This design comes from an exercise in tuning for small area and a short achievable clock period on the open sky130 flow, not from production work.
No functional check of the RTL was part of this run.

===== design/flow/config.mk =====
export PLATFORM = sky130hd
export DESIGN_NAME = MACRegister
export DESIGN_NICKNAME = MACRegister
export VERILOG_FILES = /design/flow/design.v
export SDC_FILE = /design/flow/constraint.sdc
export NUM_CORES = 4
export LEC_CHECK = 0
export CAP_MARGIN = 20
export CORE_MARGIN = 2
export CORE_UTILIZATION = 55
export PLACE_DENSITY = 0.75
export SETUP_SLACK_MARGIN = 1.0
export SLEW_MARGIN = 20
export SYNTH_HIERARCHICAL = 1
export SYNTH_MINIMUM_KEEP_SIZE = 0

===== design/flow/constraint.sdc =====
create_clock -name core_clock -period 19.0 [get_ports {clk}]
set_input_delay 3.8000 -clock core_clock [delete_from_list [all_inputs] [get_ports {clk}]]
set_output_delay 3.8000 -clock core_clock [all_outputs]
set_load 0.01 [all_outputs]

===== design/flow/design.v =====
`timescale 1ns / 1ps
module HalfAdder(
    input a,
    input b,
    output f,
    output carryOut
    );
    assign f = a ^ b;
    assign carryOut = a & b;
endmodule
module HalfAdderN(
    input an,
    input bn,
    output fn,
    output carryOutN
    );
    Xnor2 x(an, bn, fn);
    Or2 o(an, bn, carryOutN);
endmodule
module Or2(input a, input b, output y);
    assign y = a | b;
endmodule
`timescale 1ns / 1ps
module FullAdder(
    input a,
    input b,
    input carryIn,
    output sum,
    output carryOut
    );
    assign sum = a ^ b ^ carryIn;
    assign carryOut = (a & b) | (a & carryIn) | (b & carryIn);
endmodule
`timescale 1ns / 1ps
module Inv(input a, output y);
    assign y = ~a;
endmodule
module Nand2(input a, input b, output y);
    assign y = ~(a & b);
endmodule
module Nor2(input a, input b, output y);
    assign y = ~(a | b);
endmodule
module Aoi21(input a, input b, input c, output y);
    assign y = ~((a & b) | c);
endmodule
module Oai21(input a, input b, input c, output y);
    assign y = ~((a | b) & c);
endmodule
module Xor2(input a, input b, output y);
    assign y = a ^ b;
endmodule
module Xnor2(input a, input b, output y);
    assign y = ~(a ^ b);
endmodule
module Ao21(input a, input b, input c, output y);
    assign y = (a & b) | c;
endmodule
module Ao22(input a, input b, input c, input d, output y);
    assign y = (a & b) | (c & d);
endmodule
`timescale 1ns / 1ps
module MACRegister(
    input clk,
    input rst,
    input [1:0] opcode,
    input [15:0] a,
    input [15:0] b,
    output [31:0] dataOut
    );
    reg [31:0] register;
    assign dataOut = register;
    wire [31:0] rt = ~register;
    wire pp0_0 = ~(a[0] & b[0]), pp0_1 = ~(a[0] & b[1]), pp0_2 = ~(a[0] & b[2]), pp0_3 = ~(a[0] & b[3]), pp0_4 = ~(a[0] & b[4]), pp0_5 = ~(a[0] & b[5]), pp0_6 = ~(a[0] & b[6]), pp0_7 = ~(a[0] & b[7]), pp0_8 = ~(a[0] & b[8]), pp0_9 = ~(a[0] & b[9]), pp0_10 = ~(a[0] & b[10]), pp0_11 = ~(a[0] & b[11]), pp0_12 = ~(a[0] & b[12]), pp0_13 = ~(a[0] & b[13]), pp0_14 = ~(a[0] & b[14]), pp0_15 = ~(a[0] & b[15]);
    wire pp1_0 = ~(a[1] & b[0]), pp1_1 = ~(a[1] & b[1]), pp1_2 = ~(a[1] & b[2]), pp1_3 = ~(a[1] & b[3]), pp1_4 = ~(a[1] & b[4]), pp1_5 = ~(a[1] & b[5]), pp1_6 = ~(a[1] & b[6]), pp1_7 = ~(a[1] & b[7]), pp1_8 = ~(a[1] & b[8]), pp1_9 = ~(a[1] & b[9]), pp1_10 = ~(a[1] & b[10]), pp1_11 = ~(a[1] & b[11]), pp1_12 = ~(a[1] & b[12]), pp1_13 = ~(a[1] & b[13]), pp1_14 = ~(a[1] & b[14]), pp1_15 = ~(a[1] & b[15]);
    wire pp2_0 = ~(a[2] & b[0]), pp2_1 = ~(a[2] & b[1]), pp2_2 = ~(a[2] & b[2]), pp2_3 = ~(a[2] & b[3]), pp2_4 = ~(a[2] & b[4]), pp2_5 = ~(a[2] & b[5]), pp2_6 = ~(a[2] & b[6]), pp2_7 = ~(a[2] & b[7]), pp2_8 = ~(a[2] & b[8]), pp2_9 = ~(a[2] & b[9]), pp2_10 = ~(a[2] & b[10]), pp2_11 = ~(a[2] & b[11]), pp2_12 = ~(a[2] & b[12]), pp2_13 = ~(a[2] & b[13]), pp2_14 = ~(a[2] & b[14]), pp2_15 = ~(a[2] & b[15]);
    wire pp3_0 = ~(a[3] & b[0]), pp3_1 = ~(a[3] & b[1]), pp3_2 = ~(a[3] & b[2]), pp3_3 = ~(a[3] & b[3]), pp3_4 = ~(a[3] & b[4]), pp3_5 = ~(a[3] & b[5]), pp3_6 = ~(a[3] & b[6]), pp3_7 = ~(a[3] & b[7]), pp3_8 = ~(a[3] & b[8]), pp3_9 = ~(a[3] & b[9]), pp3_10 = ~(a[3] & b[10]), pp3_11 = ~(a[3] & b[11]), pp3_12 = ~(a[3] & b[12]), pp3_13 = ~(a[3] & b[13]), pp3_14 = ~(a[3] & b[14]), pp3_15 = ~(a[3] & b[15]);
    wire pp4_0 = ~(a[4] & b[0]), pp4_1 = ~(a[4] & b[1]), pp4_2 = ~(a[4] & b[2]), pp4_3 = ~(a[4] & b[3]), pp4_4 = ~(a[4] & b[4]), pp4_5 = ~(a[4] & b[5]), pp4_6 = ~(a[4] & b[6]), pp4_7 = ~(a[4] & b[7]), pp4_8 = ~(a[4] & b[8]), pp4_9 = ~(a[4] & b[9]), pp4_10 = ~(a[4] & b[10]), pp4_11 = ~(a[4] & b[11]), pp4_12 = ~(a[4] & b[12]), pp4_13 = ~(a[4] & b[13]), pp4_14 = ~(a[4] & b[14]), pp4_15 = ~(a[4] & b[15]);
    wire pp5_0 = ~(a[5] & b[0]), pp5_1 = ~(a[5] & b[1]), pp5_2 = ~(a[5] & b[2]), pp5_3 = ~(a[5] & b[3]), pp5_4 = ~(a[5] & b[4]), pp5_5 = ~(a[5] & b[5]), pp5_6 = ~(a[5] & b[6]), pp5_7 = ~(a[5] & b[7]), pp5_8 = ~(a[5] & b[8]), pp5_9 = ~(a[5] & b[9]), pp5_10 = ~(a[5] & b[10]), pp5_11 = ~(a[5] & b[11]), pp5_12 = ~(a[5] & b[12]), pp5_13 = ~(a[5] & b[13]), pp5_14 = ~(a[5] & b[14]), pp5_15 = ~(a[5] & b[15]);
    wire pp6_0 = ~(a[6] & b[0]), pp6_1 = ~(a[6] & b[1]), pp6_2 = ~(a[6] & b[2]), pp6_3 = ~(a[6] & b[3]), pp6_4 = ~(a[6] & b[4]), pp6_5 = ~(a[6] & b[5]), pp6_6 = ~(a[6] & b[6]), pp6_7 = ~(a[6] & b[7]), pp6_8 = ~(a[6] & b[8]), pp6_9 = ~(a[6] & b[9]), pp6_10 = ~(a[6] & b[10]), pp6_11 = ~(a[6] & b[11]), pp6_12 = ~(a[6] & b[12]), pp6_13 = ~(a[6] & b[13]), pp6_14 = ~(a[6] & b[14]), pp6_15 = ~(a[6] & b[15]);
    wire pp7_0 = ~(a[7] & b[0]), pp7_1 = ~(a[7] & b[1]), pp7_2 = ~(a[7] & b[2]), pp7_3 = ~(a[7] & b[3]), pp7_4 = ~(a[7] & b[4]), pp7_5 = ~(a[7] & b[5]), pp7_6 = ~(a[7] & b[6]), pp7_7 = ~(a[7] & b[7]), pp7_8 = ~(a[7] & b[8]), pp7_9 = ~(a[7] & b[9]), pp7_10 = ~(a[7] & b[10]), pp7_11 = ~(a[7] & b[11]), pp7_12 = ~(a[7] & b[12]), pp7_13 = ~(a[7] & b[13]), pp7_14 = ~(a[7] & b[14]), pp7_15 = ~(a[7] & b[15]);
    wire pp8_0 = ~(a[8] & b[0]), pp8_1 = ~(a[8] & b[1]), pp8_2 = ~(a[8] & b[2]), pp8_3 = ~(a[8] & b[3]), pp8_4 = ~(a[8] & b[4]), pp8_5 = ~(a[8] & b[5]), pp8_6 = ~(a[8] & b[6]), pp8_7 = ~(a[8] & b[7]), pp8_8 = ~(a[8] & b[8]), pp8_9 = ~(a[8] & b[9]), pp8_10 = ~(a[8] & b[10]), pp8_11 = ~(a[8] & b[11]), pp8_12 = ~(a[8] & b[12]), pp8_13 = ~(a[8] & b[13]), pp8_14 = ~(a[8] & b[14]), pp8_15 = ~(a[8] & b[15]);
    wire pp9_0 = ~(a[9] & b[0]), pp9_1 = ~(a[9] & b[1]), pp9_2 = ~(a[9] & b[2]), pp9_3 = ~(a[9] & b[3]), pp9_4 = ~(a[9] & b[4]), pp9_5 = ~(a[9] & b[5]), pp9_6 = ~(a[9] & b[6]), pp9_7 = ~(a[9] & b[7]), pp9_8 = ~(a[9] & b[8]), pp9_9 = ~(a[9] & b[9]), pp9_10 = ~(a[9] & b[10]), pp9_11 = ~(a[9] & b[11]), pp9_12 = ~(a[9] & b[12]), pp9_13 = ~(a[9] & b[13]), pp9_14 = ~(a[9] & b[14]), pp9_15 = ~(a[9] & b[15]);
    wire pp10_0 = ~(a[10] & b[0]), pp10_1 = ~(a[10] & b[1]), pp10_2 = ~(a[10] & b[2]), pp10_3 = ~(a[10] & b[3]), pp10_4 = ~(a[10] & b[4]), pp10_5 = ~(a[10] & b[5]), pp10_6 = ~(a[10] & b[6]), pp10_7 = ~(a[10] & b[7]), pp10_8 = ~(a[10] & b[8]), pp10_9 = ~(a[10] & b[9]), pp10_10 = ~(a[10] & b[10]), pp10_11 = ~(a[10] & b[11]), pp10_12 = ~(a[10] & b[12]), pp10_13 = ~(a[10] & b[13]), pp10_14 = ~(a[10] & b[14]), pp10_15 = ~(a[10] & b[15]);
    wire pp11_0 = ~(a[11] & b[0]), pp11_1 = ~(a[11] & b[1]), pp11_2 = ~(a[11] & b[2]), pp11_3 = ~(a[11] & b[3]), pp11_4 = ~(a[11] & b[4]), pp11_5 = ~(a[11] & b[5]), pp11_6 = ~(a[11] & b[6]), pp11_7 = ~(a[11] & b[7]), pp11_8 = ~(a[11] & b[8]), pp11_9 = ~(a[11] & b[9]), pp11_10 = ~(a[11] & b[10]), pp11_11 = ~(a[11] & b[11]), pp11_12 = ~(a[11] & b[12]), pp11_13 = ~(a[11] & b[13]), pp11_14 = ~(a[11] & b[14]), pp11_15 = ~(a[11] & b[15]);
    wire pp12_0 = ~(a[12] & b[0]), pp12_1 = ~(a[12] & b[1]), pp12_2 = ~(a[12] & b[2]), pp12_3 = ~(a[12] & b[3]), pp12_4 = ~(a[12] & b[4]), pp12_5 = ~(a[12] & b[5]), pp12_6 = ~(a[12] & b[6]), pp12_7 = ~(a[12] & b[7]), pp12_8 = ~(a[12] & b[8]), pp12_9 = ~(a[12] & b[9]), pp12_10 = ~(a[12] & b[10]), pp12_11 = ~(a[12] & b[11]), pp12_12 = ~(a[12] & b[12]), pp12_13 = ~(a[12] & b[13]), pp12_14 = ~(a[12] & b[14]), pp12_15 = ~(a[12] & b[15]);
    wire pp13_0 = ~(a[13] & b[0]), pp13_1 = ~(a[13] & b[1]), pp13_2 = ~(a[13] & b[2]), pp13_3 = ~(a[13] & b[3]), pp13_4 = ~(a[13] & b[4]), pp13_5 = ~(a[13] & b[5]), pp13_6 = ~(a[13] & b[6]), pp13_7 = ~(a[13] & b[7]), pp13_8 = ~(a[13] & b[8]), pp13_9 = ~(a[13] & b[9]), pp13_10 = ~(a[13] & b[10]), pp13_11 = ~(a[13] & b[11]), pp13_12 = ~(a[13] & b[12]), pp13_13 = ~(a[13] & b[13]), pp13_14 = ~(a[13] & b[14]), pp13_15 = ~(a[13] & b[15]);
    wire pp14_0 = ~(a[14] & b[0]), pp14_1 = ~(a[14] & b[1]), pp14_2 = ~(a[14] & b[2]), pp14_3 = ~(a[14] & b[3]), pp14_4 = ~(a[14] & b[4]), pp14_5 = ~(a[14] & b[5]), pp14_6 = ~(a[14] & b[6]), pp14_7 = ~(a[14] & b[7]), pp14_8 = ~(a[14] & b[8]), pp14_9 = ~(a[14] & b[9]), pp14_10 = ~(a[14] & b[10]), pp14_11 = ~(a[14] & b[11]), pp14_12 = ~(a[14] & b[12]), pp14_13 = ~(a[14] & b[13]), pp14_14 = ~(a[14] & b[14]), pp14_15 = ~(a[14] & b[15]);
    wire pp15_0 = ~(a[15] & b[0]), pp15_1 = ~(a[15] & b[1]), pp15_2 = ~(a[15] & b[2]), pp15_3 = ~(a[15] & b[3]), pp15_4 = ~(a[15] & b[4]), pp15_5 = ~(a[15] & b[5]), pp15_6 = ~(a[15] & b[6]), pp15_7 = ~(a[15] & b[7]), pp15_8 = ~(a[15] & b[8]), pp15_9 = ~(a[15] & b[9]), pp15_10 = ~(a[15] & b[10]), pp15_11 = ~(a[15] & b[11]), pp15_12 = ~(a[15] & b[12]), pp15_13 = ~(a[15] & b[13]), pp15_14 = ~(a[15] & b[14]), pp15_15 = ~(a[15] & b[15]);
    wire s1, c2, s3, c4, s5, c6, s7, c8, s9, c10, s11, c12, s13, c14, s15, c16;
    wire s17, c18, s19, c20, s21, c22, s23, c24, s25, c26, s27, c28, s29, c30, s31, c32;
    wire s33, c34, s35, c36, s37, c38, s39, c40, s41, c42, s43, c44, s45, c46, s47, c48;
    wire s49, c50, s51, c52, s53, c54, s55, c56, s57, c58, s59, c60, s61, c62, s63, c64;
    wire s65, c66, s67, c68, s69, c70, s71, c72, s73, c74, s75, c76, s77, c78, s79, c80;
    wire s81, c82, s83, c84, s85, c86, s87, c88, s89, c90, s91, c92, s93, c94, s95, c96;
    wire s97, c98, s99, c100, s101, c102, s103, c104, s105, c106, s107, c108, s109, c110, s111, c112;
    wire s113, c114, s115, c116, s117, c118, s119, c120, s121, c122, s123, c124, s125, c126, s127, c128;
    wire s129, c130, s131, c132, s133, c134, s135, c136, s137, c138, s139, c140, s141, c142, s143, c144;
    wire s145, c146, s147, c148, s149, c150, s151, c152, s153, c154, s155, c156, s157, c158, s159, c160;
    wire s161, c162, s163, c164, s165, c166, s167, c168, s169, c170, s171, c172, s173, c174, s175, c176;
    wire s177, c178, s179, c180, s181, c182, s183, c184, s185, c186, s187, c188, s189, c190, s191, c192;
    wire s193, c194, s195, c196, s197, c198, s199, c200, s201, c202, s203, c204, s205, c206, s207, c208;
    wire s209, c210, s211, c212, s213, c214, s215, c216, s217, c218, s219, c220, s221, c222, s223, c224;
    wire s225, c226, s227, c228, s229, c230, s231, c232, s233, c234, s235, c236, s237, c238, s239, c240;
    wire s241, c242, s243, c244, s245, c246, s247, c248, s249, c250, s251, c252, s253, c254, s255, c256;
    wire s257, c258, s259, c260, s261, c262, s263, c264, s265, c266, s267, c268, s269, c270, s271, c272;
    wire s273, c274, s275, c276, s277, c278, s279, c280, s281, c282, s283, c284, s285, c286, s287, c288;
    wire s289, c290, s291, c292, s293, c294, s295, c296, s297, c298, s299, c300, s301, c302, s303, c304;
    wire s305, c306, s307, c308, s309, c310, s311, c312, s313, c314, s315, c316, s317, c318, s319, c320;
    wire s321, c322, s323, c324, s325, c326, s327, c328, s329, c330, s331, c332, s333, c334, s335, c336;
    wire s337, c338, s339, c340, s341, c342, s343, c344, s345, c346, s347, c348, s349, c350, s351, c352;
    wire s353, c354, s355, c356, s357, c358, s359, c360, s361, c362, s363, c364, s365, c366, s367, c368;
    wire s369, c370, s371, c372, s373, c374, s375, c376, s377, c378, s379, c380, s381, c382, s383, c384;
    wire s385, c386, s387, c388, s389, c390, s391, c392, s393, c394, s395, c396, s397, c398, s399, c400;
    wire s401, c402, s403, c404, s405, c406, s407, c408, s409, c410, s411, c412, s413, c414, s415, c416;
    wire s417, c418, s419, c420, s421, c422, s423, c424, s425, c426, s427, c428, s429, c430, s431, c432;
    wire s433, c434, s435, c436, s437, c438, s439, c440, s441, c442, s443, c444, s445, c446, s447, c448;
    wire s449, c450, s451, c452, s453, c454, s455, c456, s457, c458, s459, c460, s461, c462, s463, c464;
    wire s465, c466, s467, c468, s469, c470, s471, c472, s473, c474, s475, c476, s477, c478, s479, c480;
    HalfAdderN ha0(rt[12], pp0_12, s1, c2);
    FullAdder fa0(rt[13], pp0_13, pp10_3, s3, c4);
    HalfAdderN ha1(pp11_2, pp12_1, s5, c6);
    FullAdder fa1(rt[14], pp0_14, pp10_4, s7, c8);
    FullAdder fa2(pp11_3, pp12_2, pp13_1, s9, c10);
    HalfAdderN ha2(pp14_0, pp1_13, s11, c12);
    FullAdder fa3(rt[15], pp0_15, pp10_5, s13, c14);
    FullAdder fa4(pp11_4, pp12_3, pp13_2, s15, c16);
    FullAdder fa5(pp14_1, pp15_0, pp1_14, s17, c18);
    HalfAdderN ha3(pp2_13, pp3_12, s19, c20);
    FullAdder fa6(rt[16], pp10_6, pp11_5, s21, c22);
    FullAdder fa7(pp12_4, pp13_3, pp14_2, s23, c24);
    FullAdder fa8(pp15_1, pp1_15, pp2_14, s25, c26);
    HalfAdderN ha4(pp3_13, pp4_12, s27, c28);
    FullAdder fa9(rt[17], pp10_7, pp11_6, s29, c30);
    FullAdder fa10(pp12_5, pp13_4, pp14_3, s31, c32);
    FullAdder fa11(pp15_2, pp2_15, pp3_14, s33, c34);
    FullAdder fa12(rt[18], pp10_8, pp11_7, s35, c36);
    FullAdder fa13(pp12_6, pp13_5, pp14_4, s37, c38);
    FullAdder fa14(rt[19], pp10_9, pp11_8, s39, c40);
    HalfAdderN ha5(rt[8], pp0_8, s41, c42);
    FullAdder fa15(rt[9], pp0_9, pp1_8, s43, c44);
    HalfAdderN ha6(pp2_7, pp3_6, s45, c46);
    FullAdder fa16(rt[10], pp0_10, pp10_0, s47, c48);
    FullAdder fa17(pp1_9, pp2_8, pp3_7, s49, c50);
    HalfAdderN ha7(pp4_6, pp5_5, s51, c52);
    FullAdder fa18(rt[11], pp0_11, pp10_1, s53, c54);
    FullAdder fa19(pp11_0, pp1_10, pp2_9, s55, c56);
    FullAdder fa20(pp3_8, pp4_7, pp5_6, s57, c58);
    HalfAdderN ha8(pp6_5, pp7_4, s59, c60);
    FullAdder fa21(pp10_2, pp11_1, pp12_0, s61, c62);
    FullAdder fa22(pp1_11, pp2_10, pp3_9, s63, c64);
    FullAdder fa23(pp4_8, pp5_7, pp6_6, s65, c66);
    FullAdder fa24(pp7_5, pp8_4, pp9_3, s67, c68);
    FullAdder fa25(pp13_0, pp1_12, pp2_11, s69, c70);
    FullAdder fa26(pp3_10, pp4_9, pp5_8, s71, c72);
    FullAdder fa27(pp6_7, pp7_6, pp8_5, s73, c74);
    FullAdder fa28(pp9_4, c2, s5, s75, c76);
    FullAdder fa29(pp2_12, pp3_11, pp4_10, s77, c78);
    FullAdder fa30(pp5_9, pp6_8, pp7_7, s79, c80);
    FullAdder fa31(pp8_6, pp9_5, c6, s81, c82);
    FullAdder fa32(s11, c4, s7, s83, c84);
    FullAdder fa33(pp4_11, pp5_10, pp6_9, s85, c86);
    FullAdder fa34(pp7_8, pp8_7, pp9_6, s87, c88);
    FullAdder fa35(c12, s19, c8, s89, c90);
    FullAdder fa36(c10, s13, s15, s91, c92);
    FullAdder fa37(pp5_11, pp6_10, pp7_9, s93, c94);
    FullAdder fa38(pp8_8, pp9_7, c20, s95, c96);
    FullAdder fa39(s27, c14, c16, s97, c98);
    FullAdder fa40(c18, s21, s23, s99, c100);
    FullAdder fa41(pp4_13, pp5_12, pp6_11, s101, c102);
    FullAdder fa42(pp7_10, pp8_9, pp9_8, s103, c104);
    FullAdder fa43(c28, c22, c24, s105, c106);
    FullAdder fa44(c26, s29, s31, s107, c108);
    FullAdder fa45(pp15_3, pp3_15, pp4_14, s109, c110);
    FullAdder fa46(pp5_13, pp6_12, pp7_11, s111, c112);
    FullAdder fa47(pp8_10, pp9_9, c30, s113, c114);
    FullAdder fa48(c32, c34, s35, s115, c116);
    FullAdder fa49(pp12_7, pp13_6, pp14_5, s117, c118);
    FullAdder fa50(pp15_4, pp4_15, pp5_14, s119, c120);
    FullAdder fa51(pp6_13, pp7_12, pp8_11, s121, c122);
    FullAdder fa52(pp9_10, c36, c38, s123, c124);
    FullAdder fa53(rt[20], pp10_10, pp11_9, s125, c126);
    FullAdder fa54(pp12_8, pp13_7, pp14_6, s127, c128);
    FullAdder fa55(pp15_5, pp5_15, pp6_14, s129, c130);
    FullAdder fa56(pp7_13, pp8_12, pp9_11, s131, c132);
    FullAdder fa57(rt[21], pp10_11, pp11_10, s133, c134);
    FullAdder fa58(pp12_9, pp13_8, pp14_7, s135, c136);
    FullAdder fa59(pp15_6, pp6_15, pp7_14, s137, c138);
    FullAdder fa60(rt[22], pp10_12, pp11_11, s139, c140);
    FullAdder fa61(pp12_10, pp13_9, pp14_8, s141, c142);
    FullAdder fa62(rt[23], pp10_13, pp11_12, s143, c144);
    HalfAdderN ha9(rt[5], pp0_5, s145, c146);
    FullAdder fa63(rt[6], pp0_6, pp1_5, s147, c148);
    HalfAdderN ha10(pp2_4, pp3_3, s149, c150);
    FullAdder fa64(rt[7], pp0_7, pp1_6, s151, c152);
    FullAdder fa65(pp2_5, pp3_4, pp4_3, s153, c154);
    HalfAdderN ha11(pp5_2, pp6_1, s155, c156);
    FullAdder fa66(pp1_7, pp2_6, pp3_5, s157, c158);
    FullAdder fa67(pp4_4, pp5_3, pp6_2, s159, c160);
    FullAdder fa68(pp7_1, pp8_0, s41, s161, c162);
    FullAdder fa69(pp4_5, pp5_4, pp6_3, s163, c164);
    FullAdder fa70(pp7_2, pp8_1, pp9_0, s165, c166);
    FullAdder fa71(c42, s45, s43, s167, c168);
    FullAdder fa72(pp6_4, pp7_3, pp8_2, s169, c170);
    FullAdder fa73(pp9_1, c46, s51, s171, c172);
    FullAdder fa74(c44, s47, s49, s173, c174);
    FullAdder fa75(pp8_3, pp9_2, c52, s175, c176);
    FullAdder fa76(s59, c48, c50, s177, c178);
    FullAdder fa77(s53, s55, s57, s179, c180);
    FullAdder fa78(c60, s1, c54, s181, c182);
    FullAdder fa79(c56, c58, s61, s183, c184);
    FullAdder fa80(s63, s65, s67, s185, c186);
    FullAdder fa81(c62, c64, c66, s187, c188);
    FullAdder fa82(c68, s3, s69, s189, c190);
    FullAdder fa83(s71, s73, s75, s191, c192);
    FullAdder fa84(c70, c72, c74, s193, c194);
    FullAdder fa85(s77, s79, s9, s195, c196);
    FullAdder fa86(c76, s81, s83, s197, c198);
    FullAdder fa87(c78, c80, s17, s199, c200);
    FullAdder fa88(s85, s87, c82, s201, c202);
    FullAdder fa89(c84, s89, s91, s203, c204);
    FullAdder fa90(c86, c88, s25, s205, c206);
    FullAdder fa91(s93, s95, c90, s207, c208);
    FullAdder fa92(s97, c92, s99, s209, c210);
    FullAdder fa93(c94, s101, s103, s211, c212);
    FullAdder fa94(s33, c96, c98, s213, c214);
    FullAdder fa95(s105, c100, s107, s215, c216);
    FullAdder fa96(c102, c104, s109, s217, c218);
    FullAdder fa97(s111, s37, c106, s219, c220);
    FullAdder fa98(s113, c108, s115, s221, c222);
    FullAdder fa99(c110, c112, s39, s223, c224);
    FullAdder fa100(s117, s119, s121, s225, c226);
    FullAdder fa101(c114, s123, c116, s227, c228);
    FullAdder fa102(c40, c118, c120, s229, c230);
    FullAdder fa103(c122, s125, s127, s231, c232);
    FullAdder fa104(s129, s131, c124, s233, c234);
    FullAdder fa105(pp8_13, pp9_12, c126, s235, c236);
    FullAdder fa106(c128, c130, c132, s237, c238);
    FullAdder fa107(s133, s135, s137, s239, c240);
    FullAdder fa108(pp15_7, pp7_15, pp8_14, s241, c242);
    FullAdder fa109(pp9_13, c134, c136, s243, c244);
    FullAdder fa110(c138, s139, s141, s245, c246);
    FullAdder fa111(pp12_11, pp13_10, pp14_9, s247, c248);
    FullAdder fa112(pp15_8, pp8_15, pp9_14, s249, c250);
    FullAdder fa113(c140, c142, s143, s251, c252);
    FullAdder fa114(rt[24], pp10_14, pp11_13, s253, c254);
    FullAdder fa115(pp12_12, pp13_11, pp14_10, s255, c256);
    FullAdder fa116(pp15_9, pp9_15, c144, s257, c258);
    FullAdder fa117(rt[25], pp10_15, pp11_14, s259, c260);
    FullAdder fa118(pp12_13, pp13_12, pp14_11, s261, c262);
    FullAdder fa119(rt[26], pp11_15, pp12_14, s263, c264);
    HalfAdderN ha12(rt[3], pp0_3, s265, c266);
    FullAdder fa120(rt[4], pp0_4, pp1_3, s267, c268);
    HalfAdderN ha13(pp2_2, pp3_1, s269, c270);
    FullAdder fa121(pp1_4, pp2_3, pp3_2, s271, c272);
    FullAdder fa122(pp4_1, pp5_0, s145, s273, c274);
    FullAdder fa123(pp4_2, pp5_1, pp6_0, s275, c276);
    FullAdder fa124(c146, s149, s147, s277, c278);
    FullAdder fa125(pp7_0, c150, s155, s279, c280);
    FullAdder fa126(c148, s151, s153, s281, c282);
    FullAdder fa127(c156, c152, c154, s283, c284);
    FullAdder fa128(s157, s159, s161, s285, c286);
    FullAdder fa129(c158, c160, s163, s287, c288);
    FullAdder fa130(s165, c162, s167, s289, c290);
    FullAdder fa131(c164, c166, s169, s291, c292);
    FullAdder fa132(s171, c168, s173, s293, c294);
    FullAdder fa133(c170, c172, s175, s295, c296);
    FullAdder fa134(c174, s177, s179, s297, c298);
    FullAdder fa135(c176, c178, s181, s299, c300);
    FullAdder fa136(c180, s183, s185, s301, c302);
    FullAdder fa137(c182, c184, c186, s303, c304);
    FullAdder fa138(s187, s189, s191, s305, c306);
    FullAdder fa139(c188, c190, s193, s307, c308);
    FullAdder fa140(s195, c192, s197, s309, c310);
    FullAdder fa141(c194, c196, s199, s311, c312);
    FullAdder fa142(s201, c198, s203, s313, c314);
    FullAdder fa143(c200, s205, c202, s315, c316);
    FullAdder fa144(s207, c204, s209, s317, c318);
    FullAdder fa145(c206, s211, c208, s319, c320);
    FullAdder fa146(s213, c210, s215, s321, c322);
    FullAdder fa147(c212, s217, c214, s323, c324);
    FullAdder fa148(s219, c216, s221, s325, c326);
    FullAdder fa149(c218, s223, s225, s327, c328);
    FullAdder fa150(c220, c222, s227, s329, c330);
    FullAdder fa151(c224, s229, c226, s331, c332);
    FullAdder fa152(s231, s233, c228, s333, c334);
    FullAdder fa153(s235, c230, c232, s335, c336);
    FullAdder fa154(s237, s239, c234, s337, c338);
    FullAdder fa155(s241, c236, s243, s339, c340);
    FullAdder fa156(c238, c240, s245, s341, c342);
    FullAdder fa157(c242, s247, s249, s343, c344);
    FullAdder fa158(c244, c246, s251, s345, c346);
    FullAdder fa159(c248, c250, s253, s347, c348);
    FullAdder fa160(s255, s257, c252, s349, c350);
    FullAdder fa161(pp15_10, c254, c256, s351, c352);
    FullAdder fa162(s259, s261, c258, s353, c354);
    FullAdder fa163(pp13_13, pp14_12, pp15_11, s355, c356);
    FullAdder fa164(c260, c262, s263, s357, c358);
    FullAdder fa165(rt[27], pp12_15, pp13_14, s359, c360);
    FullAdder fa166(pp14_13, pp15_12, c264, s361, c362);
    FullAdder fa167(rt[28], pp13_15, pp14_14, s363, c364);
    HalfAdderN ha14(rt[2], pp0_2, s365, c366);
    FullAdder fa168(pp1_2, pp2_1, pp3_0, s367, c368);
    FullAdder fa169(pp4_0, c266, s269, s369, c370);
    FullAdder fa170(c270, c268, s271, s371, c372);
    FullAdder fa171(c272, s275, c274, s373, c374);
    FullAdder fa172(c276, s279, c278, s375, c376);
    FullAdder fa173(c280, c282, s283, s377, c378);
    FullAdder fa174(c284, s287, c286, s379, c380);
    FullAdder fa175(c288, s291, c290, s381, c382);
    FullAdder fa176(c292, s295, c294, s383, c384);
    FullAdder fa177(c296, s299, c298, s385, c386);
    FullAdder fa178(c300, c302, s303, s387, c388);
    FullAdder fa179(c304, s307, c306, s389, c390);
    FullAdder fa180(c308, s311, c310, s391, c392);
    FullAdder fa181(c312, s315, c314, s393, c394);
    FullAdder fa182(c316, s319, c318, s395, c396);
    FullAdder fa183(c320, s323, c322, s397, c398);
    FullAdder fa184(s327, c324, c326, s399, c400);
    FullAdder fa185(c328, s331, c330, s401, c402);
    FullAdder fa186(s335, c332, s337, s403, c404);
    FullAdder fa187(c336, s339, s341, s405, c406);
    FullAdder fa188(s343, c340, c342, s407, c408);
    FullAdder fa189(c344, s347, c346, s409, c410);
    FullAdder fa190(s351, c348, s353, s411, c412);
    FullAdder fa191(s355, c352, s357, s413, c414);
    FullAdder fa192(c356, s359, s361, s415, c416);
    FullAdder fa193(pp15_13, c360, s363, s417, c418);
    FullAdder fa194(rt[29], pp14_15, pp15_14, s419, c420);
    HalfAdderN ha15(rt[1], pp0_1, s421, c422);
    FullAdder fa195(pp1_1, pp2_0, s365, s423, c424);
    FullAdder fa196(c366, s265, s367, s425, c426);
    FullAdder fa197(c368, s267, s369, s427, c428);
    FullAdder fa198(c370, s273, s371, s429, c430);
    FullAdder fa199(c372, s277, s373, s431, c432);
    FullAdder fa200(s281, c374, s375, s433, c434);
    FullAdder fa201(c376, s285, s377, s435, c436);
    FullAdder fa202(c378, s289, s379, s437, c438);
    FullAdder fa203(s293, c380, s381, s439, c440);
    FullAdder fa204(s297, c382, s383, s441, c442);
    FullAdder fa205(s301, c384, s385, s443, c444);
    FullAdder fa206(s305, c386, s387, s445, c446);
    FullAdder fa207(c388, s309, s389, s447, c448);
    FullAdder fa208(s313, c390, s391, s449, c450);
    FullAdder fa209(s317, c392, s393, s451, c452);
    FullAdder fa210(s321, c394, s395, s453, c454);
    FullAdder fa211(s325, c396, s397, s455, c456);
    FullAdder fa212(s329, c398, s399, s457, c458);
    FullAdder fa213(s333, c400, s401, s459, c460);
    FullAdder fa214(c334, s403, c402, s461, c462);
    FullAdder fa215(c338, s405, c404, s463, c464);
    FullAdder fa216(s345, c406, s407, s465, c466);
    FullAdder fa217(s349, c408, s409, s467, c468);
    FullAdder fa218(c350, s411, c410, s469, c470);
    FullAdder fa219(c354, s413, c412, s471, c472);
    FullAdder fa220(c358, c414, s415, s473, c474);
    FullAdder fa221(c362, s417, c416, s475, c476);
    FullAdder fa222(c364, s419, c418, s477, c478);
    FullAdder fa223(rt[30], pp15_15, c420, s479, c480);
    wire [31:0] x = {c480, c478, c476, c474, c472, c470, c468, c466, c464, c462, c460, c458, c456, c454, c452, c450, c448, c446, c444, c442, c440, c438, c436, c434, c432, c430, c428, c426, c424, c422, s421, rt[0]};
    wire [31:0] y = {rt[31], s479, s477, s475, s473, s471, s469, s467, s465, s463, s461, s459, s457, s455, s453, s451, s449, s447, s445, s443, s441, s439, s437, s435, s433, s431, s429, s427, s425, s423, pp1_0, pp0_0};
    wire n481, n482, n483, n484, n485, n486, n487, n488, n489, n490, n491, n492, n493, n494, n495, n496, n497, n498, n499, n500, n501, n502, n503, n504, n505, n506, n507, n508, n509, n510, n511, n512, n513, n514, n515, n516, n517, n518, n519, n520, n521, n522, n523, n524, n525, n526, n527, n528, n529, n530, n531, n532, n533, n534, n535, n536, n537, n538, n539, n540, n541, n542, n543, n544, n545, n546, n547, n548, n549, n550, n551, n552, n553, n554, n555, n556, n557, n558, n559, n560, n561, n562, n563, n564, n565, n566, n567, n568, n569, n570, n571, n572, n573, n574, n575, n576, n577, n578, n579, n580, n581, n582, n583, n584, n585, n586, n587, n588, n589, n590, n591, n592, n593, n594, n595, n596, n597, n598, n599, n600, n601, n602, n603, n604, n605, n606, n607, n608, n609, n610, n611, n612, n613, n614, n615, n616, n617, n618, n619, n620, n621, n622, n623, n624, n625, n626, n627, n628, n629, n630, n631, n632, n633, n634, n635, n636, n637, n638, n639, n640, n641, n642, n643, n644, n645, n646, n647, n648, n649, n650, n651, n652, n653, n654, n655, n656, n657, n658, n659, n660, n661, n662, n663, n664, n665, n666, n667, n668, n669, n670, n671, n672, n673, n674, n675, n676, n677, n678, n679, n680, n681, n682, n683, n684, n685, n686, n687, n688, n689, n690, n691, n692, n693, n694, n695, n696, n697, n698, n699, n700, n701, n702, n703, n704, n705, n706, n707, n708, n709, n710, n711, n712, n713, n714, n715, n716, n717, n718, n719, n720, n721, n722, n723, n724, n725, n726, n727, n728, n729, n730, n731, n732, n733, n734, n735, n736, n737, n738, n739, n740, n741, n742, n743, n744, n745, n746, n747, n748, n749, n750, n751, n752, n753, n754, n755, n756, n757, n758, n759, n760, n761, n762;
    Xor2 u_n481(x[0], y[0], n481);
    Nand2 u_n482(x[0], y[0], n482);
    Nor2 u_n483(x[0], y[0], n483);
    Xor2 u_n484(x[1], y[1], n484);
    Nand2 u_n485(x[1], y[1], n485);
    Nor2 u_n486(x[1], y[1], n486);
    Xor2 u_n487(x[2], y[2], n487);
    Nand2 u_n488(x[2], y[2], n488);
    Nor2 u_n489(x[2], y[2], n489);
    Xor2 u_n490(x[3], y[3], n490);
    Nand2 u_n491(x[3], y[3], n491);
    Nor2 u_n492(x[3], y[3], n492);
    Xor2 u_n493(x[4], y[4], n493);
    Nand2 u_n494(x[4], y[4], n494);
    Nor2 u_n495(x[4], y[4], n495);
    Xor2 u_n496(x[5], y[5], n496);
    Nand2 u_n497(x[5], y[5], n497);
    Nor2 u_n498(x[5], y[5], n498);
    Xor2 u_n499(x[6], y[6], n499);
    Nand2 u_n500(x[6], y[6], n500);
    Nor2 u_n501(x[6], y[6], n501);
    Xor2 u_n502(x[7], y[7], n502);
    Nand2 u_n503(x[7], y[7], n503);
    Nor2 u_n504(x[7], y[7], n504);
    Xor2 u_n505(x[8], y[8], n505);
    Nand2 u_n506(x[8], y[8], n506);
    Nor2 u_n507(x[8], y[8], n507);
    Xor2 u_n508(x[9], y[9], n508);
    Nand2 u_n509(x[9], y[9], n509);
    Nor2 u_n510(x[9], y[9], n510);
    Xor2 u_n511(x[10], y[10], n511);
    Nand2 u_n512(x[10], y[10], n512);
    Nor2 u_n513(x[10], y[10], n513);
    Xor2 u_n514(x[11], y[11], n514);
    Nand2 u_n515(x[11], y[11], n515);
    Nor2 u_n516(x[11], y[11], n516);
    Xor2 u_n517(x[12], y[12], n517);
    Nand2 u_n518(x[12], y[12], n518);
    Nor2 u_n519(x[12], y[12], n519);
    Xor2 u_n520(x[13], y[13], n520);
    Nand2 u_n521(x[13], y[13], n521);
    Nor2 u_n522(x[13], y[13], n522);
    Xor2 u_n523(x[14], y[14], n523);
    Nand2 u_n524(x[14], y[14], n524);
    Nor2 u_n525(x[14], y[14], n525);
    Xor2 u_n526(x[15], y[15], n526);
    Nand2 u_n527(x[15], y[15], n527);
    Nor2 u_n528(x[15], y[15], n528);
    Xor2 u_n529(x[16], y[16], n529);
    Nand2 u_n530(x[16], y[16], n530);
    Nor2 u_n531(x[16], y[16], n531);
    Xor2 u_n532(x[17], y[17], n532);
    Nand2 u_n533(x[17], y[17], n533);
    Nor2 u_n534(x[17], y[17], n534);
    Xor2 u_n535(x[18], y[18], n535);
    Nand2 u_n536(x[18], y[18], n536);
    Nor2 u_n537(x[18], y[18], n537);
    Xor2 u_n538(x[19], y[19], n538);
    Nand2 u_n539(x[19], y[19], n539);
    Nor2 u_n540(x[19], y[19], n540);
    Xor2 u_n541(x[20], y[20], n541);
    Nand2 u_n542(x[20], y[20], n542);
    Nor2 u_n543(x[20], y[20], n543);
    Xor2 u_n544(x[21], y[21], n544);
    Nand2 u_n545(x[21], y[21], n545);
    Nor2 u_n546(x[21], y[21], n546);
    Xor2 u_n547(x[22], y[22], n547);
    Nand2 u_n548(x[22], y[22], n548);
    Nor2 u_n549(x[22], y[22], n549);
    Xor2 u_n550(x[23], y[23], n550);
    Nand2 u_n551(x[23], y[23], n551);
    Nor2 u_n552(x[23], y[23], n552);
    Xor2 u_n553(x[24], y[24], n553);
    Nand2 u_n554(x[24], y[24], n554);
    Nor2 u_n555(x[24], y[24], n555);
    Xor2 u_n556(x[25], y[25], n556);
    Nand2 u_n557(x[25], y[25], n557);
    Nor2 u_n558(x[25], y[25], n558);
    Xor2 u_n559(x[26], y[26], n559);
    Nand2 u_n560(x[26], y[26], n560);
    Nor2 u_n561(x[26], y[26], n561);
    Xor2 u_n562(x[27], y[27], n562);
    Nand2 u_n563(x[27], y[27], n563);
    Nor2 u_n564(x[27], y[27], n564);
    Xor2 u_n565(x[28], y[28], n565);
    Nand2 u_n566(x[28], y[28], n566);
    Nor2 u_n567(x[28], y[28], n567);
    Xor2 u_n568(x[29], y[29], n568);
    Nand2 u_n569(x[29], y[29], n569);
    Nor2 u_n570(x[29], y[29], n570);
    Xor2 u_n571(x[30], y[30], n571);
    Nand2 u_n572(x[30], y[30], n572);
    Nor2 u_n573(x[30], y[30], n573);
    Xor2 u_n574(x[31], y[31], n574);
    Nand2 u_n575(x[31], y[31], n575);
    Nor2 u_n576(x[31], y[31], n576);
    Oai21 u_n577(n486, n483, n485, n577);
    Oai21 u_n578(n492, n488, n491, n578);
    Nor2 u_n579(n492, n489, n579);
    Oai21 u_n580(n498, n494, n497, n580);
    Nor2 u_n581(n498, n495, n581);
    Oai21 u_n582(n504, n500, n503, n582);
    Nor2 u_n583(n504, n501, n583);
    Oai21 u_n584(n510, n506, n509, n584);
    Nor2 u_n585(n510, n507, n585);
    Oai21 u_n586(n516, n512, n515, n586);
    Nor2 u_n587(n516, n513, n587);
    Oai21 u_n588(n522, n518, n521, n588);
    Nor2 u_n589(n522, n519, n589);
    Oai21 u_n590(n528, n524, n527, n590);
    Nor2 u_n591(n528, n525, n591);
    Oai21 u_n592(n534, n530, n533, n592);
    Nor2 u_n593(n534, n531, n593);
    Oai21 u_n594(n540, n536, n539, n594);
    Nor2 u_n595(n540, n537, n595);
    Oai21 u_n596(n546, n542, n545, n596);
    Nor2 u_n597(n546, n543, n597);
    Oai21 u_n598(n552, n548, n551, n598);
    Nor2 u_n599(n552, n549, n599);
    Oai21 u_n600(n558, n554, n557, n600);
    Nor2 u_n601(n558, n555, n601);
    Oai21 u_n602(n564, n560, n563, n602);
    Nor2 u_n603(n564, n561, n603);
    Oai21 u_n604(n570, n566, n569, n604);
    Nor2 u_n605(n570, n567, n605);
    Oai21 u_n606(n576, n572, n575, n606);
    Nor2 u_n607(n576, n573, n607);
    Inv u_n608(n577, n608);
    Oai21 u_n609(n489, n608, n488, n609);
    Aoi21 u_n610(n579, n577, n578, n610);
    Inv u_n611(n580, n611);
    Oai21 u_n612(n501, n611, n500, n612);
    Inv u_n613(n581, n613);
    Nor2 u_n614(n501, n613, n614);
    Aoi21 u_n615(n583, n580, n582, n615);
    Nand2 u_n616(n583, n581, n616);
    Inv u_n617(n584, n617);
    Oai21 u_n618(n513, n617, n512, n618);
    Inv u_n619(n585, n619);
    Nor2 u_n620(n513, n619, n620);
    Aoi21 u_n621(n587, n584, n586, n621);
    Nand2 u_n622(n587, n585, n622);
    Inv u_n623(n588, n623);
    Oai21 u_n624(n525, n623, n524, n624);
    Inv u_n625(n589, n625);
    Nor2 u_n626(n525, n625, n626);
    Aoi21 u_n627(n591, n588, n590, n627);
    Nand2 u_n628(n591, n589, n628);
    Inv u_n629(n592, n629);
    Oai21 u_n630(n537, n629, n536, n630);
    Inv u_n631(n593, n631);
    Nor2 u_n632(n537, n631, n632);
    Aoi21 u_n633(n595, n592, n594, n633);
    Nand2 u_n634(n595, n593, n634);
    Inv u_n635(n596, n635);
    Oai21 u_n636(n549, n635, n548, n636);
    Inv u_n637(n597, n637);
    Nor2 u_n638(n549, n637, n638);
    Aoi21 u_n639(n599, n596, n598, n639);
    Nand2 u_n640(n599, n597, n640);
    Inv u_n641(n600, n641);
    Oai21 u_n642(n561, n641, n560, n642);
    Inv u_n643(n601, n643);
    Nor2 u_n644(n561, n643, n644);
    Aoi21 u_n645(n603, n600, n602, n645);
    Nand2 u_n646(n603, n601, n646);
    Inv u_n647(n604, n647);
    Oai21 u_n648(n573, n647, n572, n648);
    Inv u_n649(n605, n649);
    Nor2 u_n650(n573, n649, n650);
    Aoi21 u_n651(n607, n604, n606, n651);
    Nand2 u_n652(n607, n605, n652);
    Oai21 u_n653(n495, n610, n494, n653);
    Inv u_n654(n610, n654);
    Aoi21 u_n655(n581, n654, n580, n655);
    Aoi21 u_n656(n614, n654, n612, n656);
    Oai21 u_n657(n616, n610, n615, n657);
    Oai21 u_n658(n519, n621, n518, n658);
    Nor2 u_n659(n519, n622, n659);
    Inv u_n660(n621, n660);
    Aoi21 u_n661(n589, n660, n588, n661);
    Inv u_n662(n622, n662);
    Nand2 u_n663(n589, n662, n663);
    Aoi21 u_n664(n626, n660, n624, n664);
    Nand2 u_n665(n626, n662, n665);
    Oai21 u_n666(n628, n621, n627, n666);
    Nor2 u_n667(n628, n622, n667);
    Oai21 u_n668(n543, n633, n542, n668);
    Nor2 u_n669(n543, n634, n669);
    Inv u_n670(n633, n670);
    Aoi21 u_n671(n597, n670, n596, n671);
    Inv u_n672(n634, n672);
    Nand2 u_n673(n597, n672, n673);
    Aoi21 u_n674(n638, n670, n636, n674);
    Nand2 u_n675(n638, n672, n675);
    Oai21 u_n676(n640, n633, n639, n676);
    Nor2 u_n677(n640, n634, n677);
    Oai21 u_n678(n567, n645, n566, n678);
    Nor2 u_n679(n567, n646, n679);
    Inv u_n680(n645, n680);
    Aoi21 u_n681(n605, n680, n604, n681);
    Inv u_n682(n646, n682);
    Nand2 u_n683(n605, n682, n683);
    Aoi21 u_n684(n650, n680, n648, n684);
    Nand2 u_n685(n650, n682, n685);
    Oai21 u_n686(n652, n645, n651, n686);
    Nor2 u_n687(n652, n646, n687);
    Inv u_n688(n657, n688);
    Oai21 u_n689(n507, n688, n506, n689);
    Aoi21 u_n690(n585, n657, n584, n690);
    Aoi21 u_n691(n620, n657, n618, n691);
    Oai21 u_n692(n622, n688, n621, n692);
    Aoi21 u_n693(n659, n657, n658, n693);
    Oai21 u_n694(n663, n688, n661, n694);
    Oai21 u_n695(n665, n688, n664, n695);
    Aoi21 u_n696(n667, n657, n666, n696);
    Inv u_n697(n676, n697);
    Oai21 u_n698(n555, n697, n554, n698);
    Inv u_n699(n677, n699);
    Nor2 u_n700(n555, n699, n700);
    Aoi21 u_n701(n601, n676, n600, n701);
    Nand2 u_n702(n601, n677, n702);
    Aoi21 u_n703(n644, n676, n642, n703);
    Nand2 u_n704(n644, n677, n704);
    Oai21 u_n705(n646, n697, n645, n705);
    Nor2 u_n706(n646, n699, n706);
    Aoi21 u_n707(n679, n676, n678, n707);
    Nand2 u_n708(n679, n677, n708);
    Oai21 u_n709(n683, n697, n681, n709);
    Nor2 u_n710(n683, n699, n710);
    Oai21 u_n711(n685, n697, n684, n711);
    Nor2 u_n712(n685, n699, n712);
    Aoi21 u_n713(n687, n676, n686, n713);
    Nand2 u_n714(n687, n677, n714);
    Oai21 u_n715(n531, n696, n530, n715);
    Inv u_n716(n696, n716);
    Aoi21 u_n717(n593, n716, n592, n717);
    Aoi21 u_n718(n632, n716, n630, n718);
    Oai21 u_n719(n634, n696, n633, n719);
    Aoi21 u_n720(n669, n716, n668, n720);
    Oai21 u_n721(n673, n696, n671, n721);
    Oai21 u_n722(n675, n696, n674, n722);
    Aoi21 u_n723(n677, n716, n676, n723);
    Aoi21 u_n724(n700, n716, n698, n724);
    Oai21 u_n725(n702, n696, n701, n725);
    Oai21 u_n726(n704, n696, n703, n726);
    Aoi21 u_n727(n706, n716, n705, n727);
    Oai21 u_n728(n708, n696, n707, n728);
    Aoi21 u_n729(n710, n716, n709, n729);
    Aoi21 u_n730(n712, n716, n711, n730);
    Oai21 u_n731(n714, n696, n713, n731);
    wire sM = ~rst & (opcode == 2'd2);
    wire sL = ~rst & (opcode == 2'd1);
    wire sH = ~rst & (opcode[0] == opcode[1]);
    wire [31:0] other, nxt;
    Ao22 u_o0(sL, b[0], sH, register[0], other[0]);
    Ao22 u_o1(sL, b[1], sH, register[1], other[1]);
    Ao22 u_o2(sL, b[2], sH, register[2], other[2]);
    Ao22 u_o3(sL, b[3], sH, register[3], other[3]);
    Ao22 u_o4(sL, b[4], sH, register[4], other[4]);
    Ao22 u_o5(sL, b[5], sH, register[5], other[5]);
    Ao22 u_o6(sL, b[6], sH, register[6], other[6]);
    Ao22 u_o7(sL, b[7], sH, register[7], other[7]);
    Ao22 u_o8(sL, b[8], sH, register[8], other[8]);
    Ao22 u_o9(sL, b[9], sH, register[9], other[9]);
    Ao22 u_o10(sL, b[10], sH, register[10], other[10]);
    Ao22 u_o11(sL, b[11], sH, register[11], other[11]);
    Ao22 u_o12(sL, b[12], sH, register[12], other[12]);
    Ao22 u_o13(sL, b[13], sH, register[13], other[13]);
    Ao22 u_o14(sL, b[14], sH, register[14], other[14]);
    Ao22 u_o15(sL, b[15], sH, register[15], other[15]);
    Ao22 u_o16(sL, a[0], sH, register[16], other[16]);
    Ao22 u_o17(sL, a[1], sH, register[17], other[17]);
    Ao22 u_o18(sL, a[2], sH, register[18], other[18]);
    Ao22 u_o19(sL, a[3], sH, register[19], other[19]);
    Ao22 u_o20(sL, a[4], sH, register[20], other[20]);
    Ao22 u_o21(sL, a[5], sH, register[21], other[21]);
    Ao22 u_o22(sL, a[6], sH, register[22], other[22]);
    Ao22 u_o23(sL, a[7], sH, register[23], other[23]);
    Ao22 u_o24(sL, a[8], sH, register[24], other[24]);
    Ao22 u_o25(sL, a[9], sH, register[25], other[25]);
    Ao22 u_o26(sL, a[10], sH, register[26], other[26]);
    Ao22 u_o27(sL, a[11], sH, register[27], other[27]);
    Ao22 u_o28(sL, a[12], sH, register[28], other[28]);
    Ao22 u_o29(sL, a[13], sH, register[29], other[29]);
    Ao22 u_o30(sL, a[14], sH, register[30], other[30]);
    Ao22 u_o31(sL, a[15], sH, register[31], other[31]);
    Ao21 u_d0(sM, n481, other[0], nxt[0]);
    Xor2 u_n732(n484, n483, n732);
    Ao21 u_d1(sM, n732, other[1], nxt[1]);
    Xnor2 u_n733(n487, n577, n733);
    Ao21 u_d2(sM, n733, other[2], nxt[2]);
    Xnor2 u_n734(n490, n609, n734);
    Ao21 u_d3(sM, n734, other[3], nxt[3]);
    Xor2 u_n735(n493, n610, n735);
    Ao21 u_d4(sM, n735, other[4], nxt[4]);
    Xnor2 u_n736(n496, n653, n736);
    Ao21 u_d5(sM, n736, other[5], nxt[5]);
    Xor2 u_n737(n499, n655, n737);
    Ao21 u_d6(sM, n737, other[6], nxt[6]);
    Xor2 u_n738(n502, n656, n738);
    Ao21 u_d7(sM, n738, other[7], nxt[7]);
    Xnor2 u_n739(n505, n657, n739);
    Ao21 u_d8(sM, n739, other[8], nxt[8]);
    Xnor2 u_n740(n508, n689, n740);
    Ao21 u_d9(sM, n740, other[9], nxt[9]);
    Xor2 u_n741(n511, n690, n741);
    Ao21 u_d10(sM, n741, other[10], nxt[10]);
    Xor2 u_n742(n514, n691, n742);
    Ao21 u_d11(sM, n742, other[11], nxt[11]);
    Xnor2 u_n743(n517, n692, n743);
    Ao21 u_d12(sM, n743, other[12], nxt[12]);
    Xor2 u_n744(n520, n693, n744);
    Ao21 u_d13(sM, n744, other[13], nxt[13]);
    Xnor2 u_n745(n523, n694, n745);
    Ao21 u_d14(sM, n745, other[14], nxt[14]);
    Xnor2 u_n746(n526, n695, n746);
    Ao21 u_d15(sM, n746, other[15], nxt[15]);
    Xor2 u_n747(n529, n696, n747);
    Ao21 u_d16(sM, n747, other[16], nxt[16]);
    Xnor2 u_n748(n532, n715, n748);
    Ao21 u_d17(sM, n748, other[17], nxt[17]);
    Xor2 u_n749(n535, n717, n749);
    Ao21 u_d18(sM, n749, other[18], nxt[18]);
    Xor2 u_n750(n538, n718, n750);
    Ao21 u_d19(sM, n750, other[19], nxt[19]);
    Xnor2 u_n751(n541, n719, n751);
    Ao21 u_d20(sM, n751, other[20], nxt[20]);
    Xor2 u_n752(n544, n720, n752);
    Ao21 u_d21(sM, n752, other[21], nxt[21]);
    Xnor2 u_n753(n547, n721, n753);
    Ao21 u_d22(sM, n753, other[22], nxt[22]);
    Xnor2 u_n754(n550, n722, n754);
    Ao21 u_d23(sM, n754, other[23], nxt[23]);
    Xor2 u_n755(n553, n723, n755);
    Ao21 u_d24(sM, n755, other[24], nxt[24]);
    Xor2 u_n756(n556, n724, n756);
    Ao21 u_d25(sM, n756, other[25], nxt[25]);
    Xnor2 u_n757(n559, n725, n757);
    Ao21 u_d26(sM, n757, other[26], nxt[26]);
    Xnor2 u_n758(n562, n726, n758);
    Ao21 u_d27(sM, n758, other[27], nxt[27]);
    Xor2 u_n759(n565, n727, n759);
    Ao21 u_d28(sM, n759, other[28], nxt[28]);
    Xnor2 u_n760(n568, n728, n760);
    Ao21 u_d29(sM, n760, other[29], nxt[29]);
    Xor2 u_n761(n571, n729, n761);
    Ao21 u_d30(sM, n761, other[30], nxt[30]);
    Xor2 u_n762(n574, n730, n762);
    Ao21 u_d31(sM, n762, other[31], nxt[31]);
    always @ (posedge clk)
        register <= nxt;
endmodule

===== design/flow/flow/run.sh =====
#!/bin/bash
# Standard ORFS layout, with buf_2 port buffers, and timing repair aiming for 10 ns of
# setup slack at the design's clock period (i.e. a tighter internal target).
set -euo pipefail
bash standard.sh "BUFFER_PORTS_ARGS=-buffer_cell sky130_fd_sc_hd__buf_2" "SETUP_SLACK_MARGIN=10" finish > make_finish.log 2>&1

===== design/flow/standard.sh =====
#!/bin/bash
# synth_recipe.tcl (not shown) runs the flow's synth.tcl, then flattens the netlist and writes it again
# the make line also repeats each setting of config.mk as NAME=value (left out here)
make -C /OpenROAD-flow-scripts/flow DESIGN_CONFIG=/design/flow/config.mk WORK_HOME=/design/flow/orfs CLKGATE_MAP_FILE= SYNTH_SCRIPT=/design/flow/synth_recipe.tcl "${@:-finish}"

==> flow_summary_export.csv <==
group,metric,value,unit
die,dieArea,0.0180,sq mm
clocking,cts_resized,0,
place,port_buffers,67,
drt,routed_wirelength,23.8,mm
yosys,syn-cell-area,0.00933,sq mm
sta,hold_viol_final,0,
global_routing,antenna_found_initial,0,
place,place_area,0.00923,sq mm
die,initial_core_util,56.3,%
yosys,synthTopCellsByCount,"nand2_1 (285), fa_1 (224), buf_6 (62)",
yosys,synth_top_area_share,48.1,%
clocking,h-tree-depth,2,
yosys,synth_cells,981,
global_routing,grt_pass1_vias,7318,
min_path,min_path_type,"register to register",
yosys,synthTopCellsByArea,"fa_1 (48%), nand2_1 (11%), buf_6 (7.5%)",
sta,worst_pin_slew,0.859,ns
yosys,ys_ff_latch,32,
drt,route.detailed.drc,0,
place,gp_congestion,0.885,
drt,wl_per_cell,19.6,microns
yosys,synth_most_common_cell,"nand2_1",
clocking,cts_buffers,5,
clocking,cts.clk_slew.worst_paths,0.06,ns
sta,fin_crit,8.75,ns
sta,maxSlewHeadroom,42.3,%
global_routing,grt_max_degree,33,
worst_setup_path,cp.arrival,8.95,ns
cells_and_area,largest_reg_flops,32,
drt,viasPerCell,5.72,
cells_and_area,regMostFlops,"register",
worst_setup_path,cp-end-kind,"register",
sta,slew_violations,0,
die,io_pins,68,
die,die_w,134,microns
cells_and_area,fin_area,0.00942,sq mm
worst_setup_path,crit_path_max_fanout,17,
yosys,async_flop_share,0,%
clocking,clk_latency,0.30,ns
yosys,synth.avg_cell_area,9.51,sq um
die,num_rows,47,
drt,firstDrtPassIters,5,
job,cap_violations,0,
sta,finClkSkew,0.00674,ns
global_routing,grt_first_pass_wirelength,38.5,mm
yosys,ys_seq_area_share,6.87,%
sta,fmax,114,MHz
die,die_h,134,microns
outcome,outcome,"timing/DRC/antenna clean",
global_routing,overflow,0,
clocking,clock_path_buffers,2,
drt,drt.antenna.violating_nets,0,
cells_and_area,n_antenna_cell,0,
die,core-area,0.0166,sq mm
drt,via_count,6955,
cells_and_area,syn2layout_area_growth,0.898,%
sta,setup_tns,0,ns
yosys,yosysWarningCount,7,
worst_setup_path,worst_ep_required_time,19.20,ns
clocking,root_buffer,"clkbuf_16",
yosys,syn-num-nets,1243,
sta,setup_viol,0,
clocking,post_cts_buffers,0,
yosys,synth-main-ff-cell,"dfxtp_1",
clocking,cts_sinks,32,
worst_setup_path,crit_type,"input pin to register",
worst_setup_path,start_kind,"input pin",
worst_setup_path,r2r_slack,13.76,ns
cells_and_area,drive_gt1_share,13.0,%
yosys,yosys.area.top_type,"fa_1",
sta,min_period_over_period,46.1,%
cells_and_area,nets,1256,
sta,rsz0062_at_grt,"no",
place,place_hpwl,18.1,mm
cells_and_area,top_regs,"register x32",
yosys,synth-edff-count,0,
global_routing,grtUsageTotal,27.9,%
clocking,cts_tree,"yes",
clocking,cts.hold.buffers_added,0,
drt,drt_iter0_markers,539,
cells_and_area,fin_util,56.8,%
yosys,ys_types,17,
## through the flow
stage	hold slack, ns	std cells	setup slack (ns)
final	0.572	1215	10.25
after CTS	0.572	1215	10.09
after detailed placement	0.554	1207	9.77
after global routing	0.597	1215	10.06
after global placement	0.550	1207	9.86
after floorplan	0.605	981	10.56
## critical path: stages
cell and delay [ns]:
buf_2 0.42, nand2_2 0.10, fa_1 0.49, fa_1 0.55, fa_1 0.46, fa_1 0.40
fa_1 0.46, fa_1 0.57, nor2_1 0.08, o21ai_1 0.32, a21oi_2 0.16, o21ai_2 0.38
inv_1 0.16, o21ai_1 0.19, a21oi_2 0.05, xor2_1 0.18, a21o_1 0.15
## modules after synthesis (local to each module, per instance), excerpt
module	copies in the design	area, sq um	cells
Inv	26	3.75	1
Or2	16	6.26	1
Aoi21	30	8.76	1
Oai21	45	5.00	1
Ao21	32	7.51	1
Nand2	45	3.75	1
Xnor2	31	8.76	1
Xor2	48	8.76	1
Ao22	32	8.76	1
MACRegister	1	2550	391
FullAdder	224	20.0	1
Nor2	61	3.75	1
## area by class of cell
type | instances | area [sq um]
repair buffers | 70 | 358
multi-input cells | 825 | 7750
fillers | 1470 | 7170
inverters | 60 | 225
flip-flops and latches | 32 | 641
well taps | 220 | 275
clock buffers | 5 | 125
clock inverters | 3 | 42.5
## path summary, 6_finish.rpt
kind | start | to | depth (start not counted)
setup reg to reg | register[15]$_DFF_P_ | register[28]$_DFF_P_ | 16
hold reg to reg | register[27]$_DFF_P_ | register[27]$_DFF_P_ | 2
setup / recovery | b[6] | register[28]$_DFF_P_ | 17
hold / removal | register[27]$_DFF_P_ | register[27]$_DFF_P_ | 2
## routing by layer
metal	track usage (%)	part of all wire, %
met3	4.42	7.6
met4	11.2	3.6
met1	36.8	39
met2	46.4	50
met5	0	0
## logic make-up (layout without fill, tap and decap cells)
logic type	Yosys count	count (layout)	synth area share, %
compound gates	139	139	10.8
buf+inv	124	138	10.3
simple gates	381	381	16.3
flops	32	32	6.87
fa+ha+maj	226	226	48.3
xor+xnor	79	79	7.41
## placed cells by master (no fill, tap or decap), types with 2 or more instances in the layout
cell type / netlist / final
nand2_1: 285 / 285
fa_1: 224 / 224
buf_2: 0 / 67
inv_1: 60 / 60
nor2_1: 61 / 60
xor2_1: 48 / 48
o21ai_1: 45 / 44
a21o_1: 32 / 32
a22o_1: 32 / 32
dfxtp_1: 32 / 32
xnor2_1: 31 / 31
a21oi_2: 30 / 29
nand2_2: 16 / 16
or2_1: 16 / 16
clkbuf_16: 0 / 5
nor2b_2: 0 / 3
buf_4: 0 / 3
ha_1: 2 / 2

==> separate check: timing with driven ports <==
Ports are ideal in the flow. The routed layout listed here was re-timed in OpenROAD. Step 1: set_driving_cell puts a clkbuf_16 on clk and a buf_2 on each other input, an assumption about the parent block. Step 2 also shifts input and output timing later by t, the mid clock arrival at the registers, as if the neighbouring blocks saw the same clock. a / b / c = ideal ports / drivers / drivers and shift; a / b = the first two.
t (ns): 0.339
slack for setup (ns): 10.247 / 10.263 / 9.924
hold slack, ns: 0.572 / 0.572 / 0.572
clock arrival spread, ns: 0.007 / 0.006
After both steps setup and hold are still met in this run. The setup slack of this run moves by +0.016 ns with the drivers and by -0.323 ns with both steps.
